What follows belongs to an exercise in optimizing a design on an open flow for small area and a short achievable clock period; a production flow would make more cautious choices. Only simulation tests tie the RTL to the original design; equivalence was not proved. Power is estimated from default activity; no workload was simulated.

===== flow/config.mk =====
export PLATFORM = sky130hd
export DESIGN_NAME = FPM_final
export DESIGN_NICKNAME = FPM_final
export VERILOG_FILES = /design/flow/design.v
export SDC_FILE = /design/flow/constraint.sdc
export NUM_CORES = 4
export LEC_CHECK = 0
export CAP_MARGIN = 20
export CORE_MARGIN = 2
export CORE_UTILIZATION = 40
export SLEW_MARGIN = 20

===== flow/constraint.sdc =====
create_clock -name core_clock -period 45.0 [get_ports {clk}]
set_input_delay 9.0000 -clock core_clock [delete_from_list [all_inputs] [get_ports {clk}]]
set_output_delay 9.0000 -clock core_clock [all_outputs]
set_load 0.01 [all_outputs]

===== flow/design.v =====
module Registers  (
    input clk,
    input rst,
    input [31:0] in,
    output reg [31:0]  out
);
always @(posedge clk)
    if (rst) out <= 32'd0;
    else     out <= in;
endmodule
module FPM (
    input [31:0] A,
    input [31:0] B,
    output [31:0] product
    );
wire [47:0] p = {1'b1, A[22:0]} * {1'b1, B[22:0]};
wire [7:0] e = A[30:23] + B[30:23] + 8'd129 + {7'd0, p[47]};
wire [22:0] m = p[47] ? p[46:24] : p[45:23];
wire za = (A[30:0] == 31'd0) | (B[30:0] == 31'd0);
wire z  = (A == 32'd0) | (B == 32'd0);
assign product = z ? 32'd0 : {A[31] ^ B[31], za ? 8'd0 : e, m};
endmodule
module FPM_final (
input clk,
input rst,
input [31 : 0] in1,
input [31 : 0] in2,
output [31 : 0] OUT
);
wire [31 : 0]A;
wire [31 : 0]B;
wire [31 : 0]product;
Registers operand1_reg (clk,rst, in1, A);
Registers operand2_reg (clk, rst, in2, B);
FPM B1 ( A, B, product);
Registers output_reg (clk,rst, product, OUT);
endmodule

===== flow/run.sh =====
#!/bin/bash
# synth_recipe.tcl (not shown) runs the flow's synth.tcl, then flattens the netlist and writes it again
# the make line also repeats each setting of config.mk as NAME=value (left out here)
make -C /OpenROAD-flow-scripts/flow DESIGN_CONFIG=/design/flow/config.mk WORK_HOME=/design/flow/orfs CLKGATE_MAP_FILE= SYNTH_SCRIPT=/design/flow/synth_recipe.tcl finish

==> flow_summary.ini <==
[status]
outcome = finished clean

[detailed_routing]
post_drt_antenna_nets = 0
dr_total_vias = 15900
drt_iter0_markers = 815
drc = 0
post_drt_wl_per_cell_um = 19.4
route.final.wire_length_um = 60300
vias_per_cell = 5.11
drt_pass1_iterations = 5

[floorplan]
dieArea_mm2 = 0.0556
die_w_um = 236
pin_count = 98
row_count = 84
die_y_um = 236
core_mm2 = 0.0529
start_util_pct = 40.6

[timing]
max-slew-margin-rel_pct = 26.0
slew_viol_final = 0
period_share_pct = 23.2
tns_ps = 0
timing.final.crit_period_ps = 10440
grt_setup_unrepaired = false
setup_violations = 0
fin_ws_ps = 34560
final_hold_viol_count = 0
skew_ps = 15.3
max_clock_freq_mhz = 95.8
worst_slew_pin_slew_ps = 1110

[final_layout]
mostFrequentLayoutCells = 572 x sky130_fd_sc_hd__inv_1, 482 x sky130_fd_sc_hd__fa_1, 318 x sky130_fd_sc_hd__nand2_1
final_net_count = 3155
antenna-diode-count = 0
layout-area-overhead-vs-synth_pct = 9.69
layout-drive-gt1-share_pct = 3.09
layout.cells.most_common = sky130_fd_sc_hd__inv_1
postLayoutCoreUtil_pct = 44.6

[power_and_ir_drop]
power_density_mw_per_mm2 = 35.2
cellLeakagePower_nw = 11.7
irDropWorstVdd_mv = 0.0390

[worst_setup_path]
cp.arrival_ps = 10730
cp_slowest_cell = sky130_fd_sc_hd__or3_1
cell_family_with_the_largest_share_of_critical_path_delay = simple AND/OR/NAND/NOR gates
endpoint_kind = flip-flop
cpPeakStageDelay_ps = 690
critPathMaxFanout = 67
most_frequent_cell_on_the_critical_path = sky130_fd_sc_hd__or3_1
critical_path_class = input pin to flip-flop
timing.critical_path.buf_inv = 2
cp_cell_sequence = buf_2, buf_4, or3_1, or3_1, mux2i_1
cp-start-kind = input pin
worst_ep_required_time_ps = 45290

[cts]
clk_transition_reported_paths_ps = 80
clock-root-buffer = sky130_fd_sc_hd__clkbuf_16
cts.hold.buffers_added = 0
clock_sink_total = 96
cts_setup_buffers = 0
cts-resized-gates = 0
clock_tree_from_tritoncts = yes
cts_max_level = 3
clock_path_buffers = 2
worst_skew_pair.late_latency_ps = 380
tritoncts.num_buffers = 9

[synthesis]
number_of_warnings_printed_during_yosys_synthesis = 1
post-synth-top-area-cell = sky130_fd_sc_hd__fa_1
count_of_flip_flops_with_a_built_in_enable_after_synthesis = 0
synth.cell_area_mm2 = 0.0215
post_synth_main_area_contributors = sky130_fd_sc_hd__fa_1 45%, sky130_fd_sc_hd__ha_1 11%, sky130_fd_sc_hd__inv_1 10%
synthesis_stage_register_bit_count = 96
postSynthNetCount = 3107
synthArstFlopShare_pct = 0
netlist_instances = 2377
yosys_most_used_dff = sky130_fd_sc_hd__dfxtp_1
synth.top_cell.area_share_pct = 44.9
synth_sequential_area_ratio_pct = 8.95
number_of_distinct_standard_cells_referenced_by_the_synthesized_netlist = 55
syn_avg_cell_area_um2 = 9.04

[grt]
track_usage_pct = 22.9
grt_pass1_vias = 18300
grt_max_degree = 68
antenna_violations_before_repair = 1
first_pass_grt_wire_length_um = 98400
globalRouteOverflowTotal = 0

[placement]
gpl.final_weighted_congestion = 0.884
pre_cts_slack_ps = 34180
detailed_placer_s_ending_hpwl_um = 45000
buffer_ports.inserted = 97

[min_path]
min_path_type = flip-flop to flip-flop

[job]
max_cap_violations = 0
metrics by stage:
step                power [mW]  hold slack, ps  cell area (µm²)  std cells
global route             0.925             629            23600       3118
floorplan                0.554             477            21500       2377
detailed placement       0.753             580            23300       3102
finish                   0.830             569            23600       3118
global placement         0.747             572            23300       3102
CTS                      0.839             583            23600       3118
cells in the mapped netlist, drive strengths merged (16+ instances only):
cell,number
a21o,24
clkbuf,102
nand3,20
and2,215
ha,182
fa,482
xnor2,20
nand2,318
dfxtp,96
a21oi,37
nor2,59
nor2b,69
nor3,16
inv,572
o21ai,32
nor4,17
logic make-up (layout without fill, tap and decap cells):
family          count (synthesis)  count (layout)  share of synthesized area (%)
buf+inv                       681             734                           11.9
flops                          96              96                           8.95
xor+xnor                       31              31                           1.26
compound gates                144             144                           4.44
simple gates                  749             749                           17.3
mux                            12              12                          0.559
fa+ha+maj                     664             664                           55.5
flip-flops by register name (all words and copies together), names as in the netlist:
name	flops
operand1_reg.out	32
operand2_reg.out	32
output_reg.out	32
area by class of cell:
type,instances,area (µm²)
Fill cell,5076,29300
Multi-Input combinational cell,1600,17000
Inverter,574,2150
Sequential cell,96,1920
Timing Repair Buffer,144,1320
Tap cell,688,861
Clock buffer,9,225
Clock inverter,7,76.3
worst reg2reg max path, delay by kind of cell (launching register included):
| kind | cells | cell delay, ps |
|---|---|---|
| flip-flops | 1 | 870 |
| adder cells (fa/ha/maj) | 9 | 3960 |
| AND/OR/NAND/NOR | 8 | 1710 |
| XOR/XNOR | 1 | 130 |
| buffers and inverters | 7 | 1050 |
| AO/OA/AOI/OAI | 10 | 2330 |
where the power goes:
group	internal (mW)	switching, mW
clock network	0.0392	0.0397
logic	0.251	0.396
registers	0.0991	0.00556
metal layers:
layer  vias up  track usage (%)  share of wire (%)
met5         -                0                  0
met4         0             10.4                4.6
met3       158             3.17                5.6
met2       512             41.6                 51
met1      8188             26.9                 39
li1       7077                -                  -
worst paths after layout:
kind,startpoint,endpoint,slack (ps),cells past startpoint
worst max-delay path,rst,output_reg.out[13]$_SDFF_PP0_,34560,5
worst min-delay path,operand2_reg.out[31]$_SDFF_PP0_,output_reg.out[31]$_SDFF_PP0_,570,2
worst max register to register,operand2_reg.out[8]$_SDFF_PP0_,output_reg.out[30]$_SDFF_PP0_,34810,35
worst min register to register,operand2_reg.out[31]$_SDFF_PP0_,output_reg.out[31]$_SDFF_PP0_,570,2

[separate check: timing with driven ports]
The flow's constraints put no driver on any port. The routed layout listed below was extracted and timed again, unchanged, in two steps. Step 1 sets driving cells, clkbuf_16 on the clock port and buf_2 on the other inputs (assumed; they add their load-dependent delay and slew). Step 2 times the ports against the registers' clock, not the clock port: input delays grow and output delays shrink by t, the midpoint of the rising clock arrivals with the driver on. a / b / c = ideal / step 1 / step 2; a / b = the first two.
t, ns: 0.420
slack for setup (ns): 34.563 / 34.592 / 34.172
worst data-port slew with drivers (ns): 0.05
After both steps setup and hold are still met in this run. The setup slack of this run moves by +0.029 ns with the drivers and by -0.391 ns with both steps.
